Source: an optimization exercise on an open RTL-to-GDS flow (aim: small area, a short achievable clock period and few clock cycles). Production flows keep margins and buffers that such runs may drop.

==> flow/design.v <==
module modular_reduction #(
    parameter DATA_WIDTH = 48,
    parameter Q_WIDTH    = 23
) (
    input  wire clk,
    input  wire rst_n,
    input  wire start,
    output reg  done,
    input  wire [DATA_WIDTH-1:0] data_in,
    output wire [Q_WIDTH-1:0]    data_out
);
  localparam [22:0] Q = 23'd8380417;
  wire [22:0] x0 = data_in[22:0];
  wire [9:0]  A  = data_in[32:23];   
  wire [9:0]  B  = data_in[42:33];   
  wire [2:0]  C  = data_in[45:43];   
  wire [1:0]  D  = data_in[47:46];   
  wire [19:0] M  = data_in[42:23];   
  localparam [25:0] KC = 26'd8314853;
  wire [25:0] y_next = {3'd0, x0} + {3'd0, A, 13'd0} + {3'd0, B, 13'd0}
                     + {10'd0, C, 13'd0} + {8'd0, D, 16'd0} + {24'd0, D}
                     + {6'd0, ~M} + {16'd0, ~B} + {23'd0, ~C}
                     + {13'd0, ~C, 10'd0} + {3'd0, ~C, 20'd0}
                     + {21'd0, ~D, 3'd0} + {10'd0, ~D, 14'd0}
                     + KC;
  reg [25:0] y;
  always @(posedge clk) begin
    y <= y_next;
  end
  always @(posedge clk or negedge rst_n) begin
    if (!rst_n) done <= 1'b0;
    else        done <= start;
  end
  wire [2:0]  yh = y[25:23];
  wire [22:0] yl = y[22:0];
  wire [15:0] c0 = yh * 16'd8191;
  wire [16:0] c1 = c0 + 17'd8191;
  wire [23:0] s0 = {1'b0, yl} + {8'd0, c0};
  wire [23:0] s1 = {1'b0, yl} + {7'd0, c1};   
  assign data_out = s1[23] ? s1[22:0] : s0[22:0];
endmodule
make LEC_CHECK=0 CAP_MARGIN=20 CORE_MARGIN=2 CORE_UTILIZATION=40 SLEW_MARGIN=20 finish   # period 5.0 ns
run.sh (not shown) runs the stock make flow with config.mk's settings and CLKGATE_MAP_FILE= SYNTH_SCRIPT=/design/flow/synth_recipe.tcl, a recipe that flattens the netlist after the stock synthesis.
The baseline finished with setup timing left.
==> next run, changes <==
==> flow/design.v (replaced) <==
module modular_reduction #(
    parameter DATA_WIDTH = 48,
    parameter Q_WIDTH    = 23
) (
    input  wire clk,
    input  wire rst_n,
    input  wire start,
    output reg  done,
    input  wire [DATA_WIDTH-1:0] data_in,
    output wire [Q_WIDTH-1:0]    data_out
);
  wire [22:0] x0 = data_in[22:0];
  wire [9:0]  A  = data_in[32:23];   
  wire [9:0]  B  = data_in[42:33];   
  wire [2:0]  C  = data_in[45:43];   
  wire [1:0]  D  = data_in[47:46];   
  wire [19:0] M  = data_in[42:23];   
  wire [25:0] p0 = {3'd0, x0};
  wire [25:0] p1 = {3'd0, A, 13'd0};
  wire [25:0] p2 = {3'd0, B, 13'd0};
  wire [25:0] p3 = {8'd0, D, C, 11'd0, D};
  wire [25:0] n0 = {6'd0, M};
  wire [25:0] n1 = {16'd0, B};
  wire [25:0] n2 = {3'd0, C, 4'd0, D, 1'd0, C, 5'd0, D, C};
  function [51:0] csa;
    input [25:0] a, b, c;
    begin
      csa[25:0]  = a ^ b ^ c;
      csa[51:26] = {((a & b) | (a & c) | (b & c)), 1'b0};
    end
  endfunction
  wire [51:0] pa = csa(p0, p1, p2);
  wire [51:0] pb = csa(pa[25:0], pa[51:26], p3);
  wire [51:0] na = csa(n0, n1, n2);
  localparam [25:0] KN = 26'd16760836;
  wire [51:0] nb = csa(~na[25:0], ~na[51:26], KN);
  wire [51:0] ya = csa(pb[25:0], pb[51:26], nb[25:0]);
  wire [51:0] yb = csa(ya[25:0], ya[51:26], nb[51:26]);
  wire [25:0] y_next = yb[25:0] + yb[51:26];
  reg [25:0] y;
  always @(posedge clk) begin
    y <= y_next;
  end
  always @(posedge clk or negedge rst_n) begin
    if (!rst_n) done <= 1'b0;
    else        done <= start;
  end
  wire [2:0]  yh = y[25:23];
  wire [22:0] yl = y[22:0];
  reg  [15:0] thr;
  always @(*) begin
    case (yh)
      3'd0: thr = 16'hE001;   
      3'd1: thr = 16'hC002;
      3'd2: thr = 16'hA003;
      3'd3: thr = 16'h8004;
      3'd4: thr = 16'h6005;
      default: thr = 16'h4006;
    endcase
  end
  wire        up = (&yl[22:16]) & (yl[15:0] >= thr);
  wire [3:0]  k  = {1'b0, yh} + {3'd0, up};
  wire [15:0] kq = k * 16'd8191;
  wire [22:0] r  = yl + {7'd0, kq};
  assign data_out = r;
endmodule
Effect:
- The changed run finished but fails on setup timing
- clock-buffer cell count went up by 1
- routed wire length went down by about a fifth
- synthesized area went down by roughly a tenth
- global-route usage went down by 0.41 points
- hold slack is worse by 0.0058 ns
- fmax went down by about a fifth
- setup slack is worse by 1.3 ns
- critical path depth went up by 7
- cell area went down by a little under a tenth
- cell count went down by a little under a tenth
- sequential share of layout area went up by 0.56 points
- via count went down by roughly a tenth
No run of this note included a check of the RTL's function; only the layout flow was run.

static timing again, ports no longer ideal:
No port has a modelled driver above. Below, the same layouts with a new extraction and two added sets of constraints.
Step 1 sets driving cells, clkbuf_16 on the clock port and buf_2 on the other inputs (assumed; they add their load-dependent delay and slew).
Step 2 also shifts input and output timing later by t, the mid clock arrival at the registers, as if the neighbouring blocks saw the same clock.
Slacks: ideal / step 1 / step 2; pairs: ideal / step 1.
run | t (ns) | slack for setup (ns) | worst slew at a driven data input, ns
the first run | 0.290 | -0.964 / -0.998 / -0.708 | 0.03
the second run | 0.289 | -2.293 / -2.328 / -2.039 | 0.05
